Background: an optimization exercise with open tools, aiming at small area, a short achievable clock period and few clock cycles per item. Do not read the settings as production practice.

==> inputs of build 9 <==
==> flow/design.v <==
module conv_single(input [8:0] kernel, input [8:0] window, output act_sign);
wire [8:0] m = kernel ~^ window;
wire sa = m[0] ^ m[1] ^ m[2];
wire ca = (m[0] & m[1]) | (m[0] & m[2]) | (m[1] & m[2]);
wire sb = m[3] ^ m[4] ^ m[5];
wire cb = (m[3] & m[4]) | (m[3] & m[5]) | (m[4] & m[5]);
wire e5 = ca & cb & (sa | sb);
wire e4 = (ca & cb) | ((ca | cb) & sa & sb);
wire e3 = (ca & cb) | ((ca | cb) & (sa | sb));
wire e2 = ca | cb | (sa & sb);
wire l1 = m[6] | m[7] | m[8];
wire l2 = (m[6] & m[7]) | (m[6] & m[8]) | (m[7] & m[8]);
wire l3 = m[6] & m[7] & m[8];
assign act_sign = e5 | (e4 & l1) | (e3 & l2) | (e2 & l3);
endmodule
module pipelined_conv(
	input clk,
	input [15:0] input_row,
	input [8:0] weights_in,
	input m12, m16,		 
	output reg [13:0] conv_out);
reg [15:0] R1, R2;
reg [8:0] K;
wire [13:0] sign_acts;
always @(posedge clk) begin
	R1 <= input_row;
	R2 <= R1;
	K <= weights_in;
end
genvar k;
generate
	for (k = 0; k < 14; k = k + 1) begin : g_conv
		conv_single u(.kernel(K),
			.window({input_row[k+2:k], R1[k+2:k], R2[k+2:k]}),
			.act_sign(sign_acts[k]));
	end
endgenerate
always @(posedge clk)
	conv_out <= {sign_acts[13:10] & {4{m16}}, sign_acts[9:8] & {2{m12}}, sign_acts[7:0]};
endmodule
module controller(input reset_b,
		  input clk,
		  input dut_run,
		  input [15:0] input_mdr,
		  output reg busy,
		  output reg output_write_en,
		  output reg [11:0] input_mar,
		  output reg [11:0] output_mar,
		  output reg m12, m16
		 );
localparam [1:0] ROW = 2'd0, DIMA = 2'd1, DIMD = 2'd2, DONE = 2'd3;
reg [1:0] st;
reg [3:0] c;		 
reg v;			 
wire idle = !busy;
wire is_row = busy && st == ROW;
wire is_dimd = busy && st == DIMD;
wire zero = !(input_mdr[3] | input_mdr[4]);
wire last = c[3] & c[0] & (!m12 | c[1] & (!m16 | c[2]));
always @(posedge clk or negedge reset_b)
	if (!reset_b) begin
		busy <= 1'b0;
		st <= ROW;
		v <= 1'b0;
		output_write_en <= 1'b0;
	end else begin
		v <= is_row && (c[3] | c[2] | c[1]);
		output_write_en <= v;
		if (idle) begin
			busy <= dut_run;
			st <= zero ? DONE : ROW;
		end else case (st)
			ROW: if (last) st <= DIMA;
			DIMA: st <= DIMD;
			DIMD: begin
				st <= ROW;
				if (zero) busy <= 1'b0;
			end
			DONE: busy <= 1'b0;
		endcase
	end
always @(posedge clk) begin
	if (idle) input_mar <= {10'd0, dut_run, 1'b0};
	else input_mar <= input_mar + {10'd0, is_row & last, !(is_row & last)};
	if (idle) output_mar <= 12'd0;
	else if (output_write_en) output_mar <= output_mar + 12'd1;
	c <= (is_row | is_dimd) ? c + 4'd1 : 4'd0;
	if (idle | is_dimd) begin
		m16 <= input_mdr[4];
		m12 <= input_mdr[4] | input_mdr[2];
	end
end
endmodule
module top_without_mem(input dut_run, reset_b, clk,
		       output dut_busy,
		       input[15:0] sram_dut_read_data, wmem_dut_read_data,
		       output[15:0] dut_sram_write_data,
		       output[11:0] dut_sram_write_address, dut_sram_read_address,
		       output[11:0] dut_wmem_read_address, output dut_sram_write_enable
			);
wire m12, m16;
wire [13:0] conv_out;
controller u1(.reset_b(reset_b), .clk(clk), .dut_run(dut_run),
		.input_mdr(sram_dut_read_data), .busy(dut_busy),
		.output_write_en(dut_sram_write_enable),
		.input_mar(dut_sram_read_address),
		.output_mar(dut_sram_write_address),
		.m12(m12), .m16(m16));
pipelined_conv u2(.clk(clk), .input_row(sram_dut_read_data),
		.weights_in(wmem_dut_read_data[8:0]),
		.m12(m12), .m16(m16), .conv_out(conv_out));
assign dut_wmem_read_address = 12'd1;
assign dut_sram_write_data = {2'b0, conv_out};
endmodule
==> flow/flow/run.sh <==
#!/bin/bash
# The standard layout, with plain buffers (not delay cells) on the ports.
set -euo pipefail
export BUFFER_PORTS_ARGS="-buffer_cell sky130_fd_sc_hd__buf_1"
bash standard.sh > standard.log 2>&1
==> flow/standard.sh <==
#!/bin/bash
# synth_recipe.tcl (not shown) runs the flow's synth.tcl, then flattens the netlist and writes it again
# the make line also repeats each setting of config.mk as NAME=value (left out here)
make -C /OpenROAD-flow-scripts/flow DESIGN_CONFIG=/design/flow/config.mk WORK_HOME=/design/flow/orfs CLKGATE_MAP_FILE= SYNTH_SCRIPT=/design/flow/synth_recipe.tcl "${@:-finish}"
==> flow/config.mk <==
export PLATFORM = sky130hd
export DESIGN_NAME = top_without_mem
export DESIGN_NICKNAME = top_without_mem
export VERILOG_FILES = /design/flow/design.v
export SDC_FILE = /design/flow/constraint.sdc
export NUM_CORES = 4
export LEC_CHECK = 0
export CAP_MARGIN = 20
export CORE_MARGIN = 2
export CORE_UTILIZATION = 60
export SETUP_SLACK_MARGIN = 4.1
export SLEW_MARGIN = 20
==> flow/constraint.sdc <==
create_clock -name core_clock -period 6.5 [get_ports {clk}]
set_input_delay 1.3000 -clock core_clock [delete_from_list [all_inputs] [get_ports {clk}]]
set_output_delay 1.3000 -clock core_clock [all_outputs]
set_load 0.01 [all_outputs]
==> trial 81 (differences from build 9) <==
--- a/flow/design.v
+++ b/flow/design.v
@@ -4,14 +4,11 @@
 wire ca = (m[0] & m[1]) | (m[0] & m[2]) | (m[1] & m[2]);
 wire sb = m[3] ^ m[4] ^ m[5];
 wire cb = (m[3] & m[4]) | (m[3] & m[5]) | (m[4] & m[5]);
-wire e5 = ca & cb & (sa | sb);
-wire e4 = (ca & cb) | ((ca | cb) & sa & sb);
-wire e3 = (ca & cb) | ((ca | cb) & (sa | sb));
-wire e2 = ca | cb | (sa & sb);
+wire c2 = ca & cb, c1 = ca | cb, s2 = sa & sb, s1 = sa | sb;
 wire l1 = m[6] | m[7] | m[8];
 wire l2 = (m[6] & m[7]) | (m[6] & m[8]) | (m[7] & m[8]);
 wire l3 = m[6] & m[7] & m[8];
-assign act_sign = e5 | (e4 & l1) | (e3 & l2) | (e2 & l3);
+assign act_sign = (c2 & (s1 | l1)) | (c1 & ((s2 & l1) | (s1 & l2) | l3)) | (s2 & l3);
 endmodule
 module pipelined_conv(
 	input clk,
@@ -42,13 +39,14 @@
 		  input clk,
 		  input dut_run,
 		  input [15:0] input_mdr,
-		  output reg busy,
+		  output reg busy_out,
 		  output reg output_write_en,
 		  output reg [11:0] input_mar,
 		  output reg [11:0] output_mar,
 		  output reg m12, m16
 		 );
 localparam [1:0] ROW = 2'd0, DIMA = 2'd1, DIMD = 2'd2, DONE = 2'd3;
+reg busy;		 
 reg [1:0] st;
 reg [3:0] c;		 
 reg v;			 
@@ -57,29 +55,30 @@
 wire is_dimd = busy && st == DIMD;
 wire zero = !(input_mdr[3] | input_mdr[4]);
 wire last = c[3] & c[0] & (!m12 | c[1] & (!m16 | c[2]));
+wire done = st[1] & (st[0] | zero);
 always @(posedge clk or negedge reset_b)
 	if (!reset_b) begin
 		busy <= 1'b0;
-		st <= ROW;
+		busy_out <= 1'b0;
 		v <= 1'b0;
 		output_write_en <= 1'b0;
 	end else begin
 		v <= is_row && (c[3] | c[2] | c[1]);
 		output_write_en <= v;
-		if (idle) begin
+		busy_out <= busy ? !done : dut_run;
+		if (idle)
 			busy <= dut_run;
-			st <= zero ? DONE : ROW;
-		end else case (st)
-			ROW: if (last) st <= DIMA;
-			DIMA: st <= DIMD;
-			DIMD: begin
-				st <= ROW;
-				if (zero) busy <= 1'b0;
-			end
-			DONE: busy <= 1'b0;
-		endcase
+		else if (st == DONE || (st == DIMD && zero))
+			busy <= 1'b0;
 	end
 always @(posedge clk) begin
+	if (idle) st <= zero ? DONE : ROW;
+	else case (st)
+		ROW: if (last) st <= DIMA;
+		DIMA: st <= DIMD;
+		DIMD: st <= ROW;
+		DONE: st <= ROW;
+	endcase
 	if (idle) input_mar <= {10'd0, dut_run, 1'b0};
 	else input_mar <= input_mar + {10'd0, is_row & last, !(is_row & last)};
 	if (idle) output_mar <= 12'd0;
@@ -101,7 +100,7 @@
 wire m12, m16;
 wire [13:0] conv_out;
 controller u1(.reset_b(reset_b), .clk(clk), .dut_run(dut_run),
-		.input_mdr(sram_dut_read_data), .busy(dut_busy),
+		.input_mdr(sram_dut_read_data), .busy_out(dut_busy),
 		.output_write_en(dut_sram_write_enable),
 		.input_mar(dut_sram_read_address),
 		.output_mar(dut_sram_write_address),
==> flow/flow/run.sh (replaced) <==
#!/bin/bash
# The standard layout, with two changes: ABC maps the logic with an area-oriented script
# (flow/abc.script, through flow/synth.tcl), and the ports get plain buffers, not delay cells.
set -euo pipefail
W=$(pwd)
export BUFFER_PORTS_ARGS="-buffer_cell sky130_fd_sc_hd__buf_1"
export FLOW_ABC_SCRIPT="$W/flow/abc.script"
bash standard.sh SYNTH_SCRIPT="$W/flow/synth.tcl" finish > standard.log 2>&1
==> flow/flow/abc.script (new file) <==
&get -n
&st
&dch
&nf -a
&put
topo
stime -c
==> flow/flow/synth.tcl (new file) <==
# synth_recipe.tcl (the standard synthesis script), except that ABC maps the logic with
# flow/abc.script instead of ORFS's abc_speed.script. Registers are mapped before ABC runs,
# so they are the standard synthesis's.
proc synth {args} { yosys synth -nofsm -noshare {*}$args }
proc abc {args} {
  set i [lsearch $args -script]
  if {$i >= 0} { set args [lreplace $args [expr {$i+1}] [expr {$i+1}] $::env(FLOW_ABC_SCRIPT)] }
  yosys abc {*}$args
}
source $::env(SCRIPTS_DIR)/synth.tcl
# left out here: clear keep_hierarchy, flatten, clean up, hide names made inside functions, write 1_2_yosys.v
--- a/flow/config.mk
+++ b/flow/config.mk
@@ -8,5 +8,5 @@
 export CAP_MARGIN = 20
 export CORE_MARGIN = 2
 export CORE_UTILIZATION = 60
-export SETUP_SLACK_MARGIN = 4.1
+export SETUP_SLACK_MARGIN = 4.2
 export SLEW_MARGIN = 20
==> build 50 (differences from build 9) <==
==> flow/flow/run.sh (replaced) <==
#!/bin/bash
# The standard layout, with two changes: ABC maps the logic with an area-oriented script
# (flow/abc.script, through flow/synth.tcl), and the ports get plain buffers, not delay cells.
set -euo pipefail
W=$(pwd)
export BUFFER_PORTS_ARGS="-buffer_cell sky130_fd_sc_hd__buf_1"
export FLOW_ABC_SCRIPT="$W/flow/abc.script"
bash standard.sh SYNTH_SCRIPT="$W/flow/synth.tcl" finish > standard.log 2>&1
==> flow/flow/abc.script (new file) <==
&get -n
&st
&dch
&nf -a
&put
topo
stime -c
==> flow/flow/synth.tcl (new file) <==
# synth_recipe.tcl (the standard synthesis script), except that ABC maps the logic with
# flow/abc.script instead of ORFS's abc_speed.script. Registers are mapped before ABC runs,
# so they are the standard synthesis's.
proc synth {args} { yosys synth -nofsm -noshare {*}$args }
proc abc {args} {
  set i [lsearch $args -script]
  if {$i >= 0} { set args [lreplace $args [expr {$i+1}] [expr {$i+1}] $::env(FLOW_ABC_SCRIPT)] }
  yosys abc {*}$args
}
source $::env(SCRIPTS_DIR)/synth.tcl
# left out here: clear keep_hierarchy, flatten, clean up, hide names made inside functions, write 1_2_yosys.v
--- a/flow/config.mk
+++ b/flow/config.mk
@@ -8,5 +8,5 @@
 export CAP_MARGIN = 20
 export CORE_MARGIN = 2
 export CORE_UTILIZATION = 60
-export SETUP_SLACK_MARGIN = 4.1
+export SETUP_SLACK_MARGIN = 4.2
 export SLEW_MARGIN = 20
==> trial 46 (differences from build 9) <==
--- a/flow/design.v
+++ b/flow/design.v
@@ -1,17 +1,19 @@
 module conv_single(input [8:0] kernel, input [8:0] window, output act_sign);
 wire [8:0] m = kernel ~^ window;
-wire sa = m[0] ^ m[1] ^ m[2];
-wire ca = (m[0] & m[1]) | (m[0] & m[2]) | (m[1] & m[2]);
-wire sb = m[3] ^ m[4] ^ m[5];
-wire cb = (m[3] & m[4]) | (m[3] & m[5]) | (m[4] & m[5]);
-wire e5 = ca & cb & (sa | sb);
-wire e4 = (ca & cb) | ((ca | cb) & sa & sb);
-wire e3 = (ca & cb) | ((ca | cb) & (sa | sb));
-wire e2 = ca | cb | (sa & sb);
-wire l1 = m[6] | m[7] | m[8];
-wire l2 = (m[6] & m[7]) | (m[6] & m[8]) | (m[7] & m[8]);
-wire l3 = m[6] & m[7] & m[8];
-assign act_sign = e5 | (e4 & l1) | (e3 & l2) | (e2 & l3);
+wire a1 = m[0] | m[1] | m[2];
+wire a2 = (m[0] & m[1]) | (m[0] & m[2]) | (m[1] & m[2]);
+wire a3 = m[0] & m[1] & m[2];
+wire b1 = m[3] | m[4] | m[5];
+wire b2 = (m[3] & m[4]) | (m[3] & m[5]) | (m[4] & m[5]);
+wire b3 = m[3] & m[4] & m[5];
+wire c1 = m[6] | m[7] | m[8];
+wire c2 = (m[6] & m[7]) | (m[6] & m[8]) | (m[7] & m[8]);
+wire c3 = m[6] & m[7] & m[8];
+wire t2 = a2 | b2 | (a1 & b1);
+wire t3 = a3 | b3 | (a2 & b1) | (a1 & b2);
+wire t4 = (a3 & b1) | (a2 & b2) | (a1 & b3);
+wire t5 = (a3 & b2) | (a2 & b3);
+assign act_sign = t5 | (t4 & c1) | (t3 & c2) | (t2 & c3);
 endmodule
 module pipelined_conv(
 	input clk,
@@ -55,7 +57,7 @@
 wire idle = !busy;
 wire is_row = busy && st == ROW;
 wire is_dimd = busy && st == DIMD;
-wire zero = !(input_mdr[3] | input_mdr[4]);
+wire zero = input_mdr == 16'd0;
 wire last = c[3] & c[0] & (!m12 | c[1] & (!m16 | c[2]));
 always @(posedge clk or negedge reset_b)
 	if (!reset_b) begin
==> flow/run.sh (new file) <==
#!/bin/bash
# synth_recipe.tcl (not shown) runs the flow's synth.tcl, then flattens the netlist and writes it again
# the make line also repeats each setting of config.mk as NAME=value (left out here)
make -C /OpenROAD-flow-scripts/flow DESIGN_CONFIG=/design/flow/config.mk WORK_HOME=/design/flow/orfs CLKGATE_MAP_FILE= SYNTH_SCRIPT=/design/flow/synth_recipe.tcl finish
--- a/flow/config.mk
+++ b/flow/config.mk
@@ -7,6 +7,6 @@
 export LEC_CHECK = 0
 export CAP_MARGIN = 20
 export CORE_MARGIN = 2
-export CORE_UTILIZATION = 60
-export SETUP_SLACK_MARGIN = 4.1
+export CORE_UTILIZATION = 75
+export SETUP_SLACK_MARGIN = 4.2
 export SLEW_MARGIN = 20
removed: flow/flow/run.sh
removed: flow/standard.sh
==> notes <==
Sequential cell count is the same in build 50 and trial 46.
Of trial 81 and trial 46, trial 81 has the higher fmax (gap about 1.3%, measured against trial 46).
First-iteration DRC count: trial 46 > build 9 > trial 81 > build 50.
Against build 50, the design area of trial 81 is smaller by about 0.5%.
Non-clock buffer count: trial 46 > build 9 > trial 81 > build 50.
No functional check of the RTL was part of any run of this note.

==> separate check: timing with driven ports <==
How much do the figures lean on ideal ports? The routed layouts below were timed once more, with nothing changed but the port constraints.
Step 1 sets driving cells, clkbuf_16 on the clock port and buf_2 on the other inputs (assumed; they add their load-dependent delay and slew).
Step 2 moves the port delays by t, midway between the first and last clock arrival at a register: inputs arrive t later, outputs are due t later. That takes back most of the time a late clock gives input paths.
Three values: ideal ports, drivers, drivers and shift; two values: the first two.
run | t (ns) | setup slack, ns | cell pins on the clock port's net
build 9 | 0.397 | 4.155 / 4.149 / 3.764 | 1
trial 81 | 0.395 | 4.222 / 4.188 / 3.907 | 1
build 50 | 0.385 | 4.209 / 4.176 / 3.936 | 1
trial 46 | 0.387 | 4.193 / 4.184 / 3.810 | 1
After both steps every run listed still meets setup and hold. For build 9, which loses most, drivers alone change the setup slack by -0.006 ns; drivers and shift together by -0.391 ns.
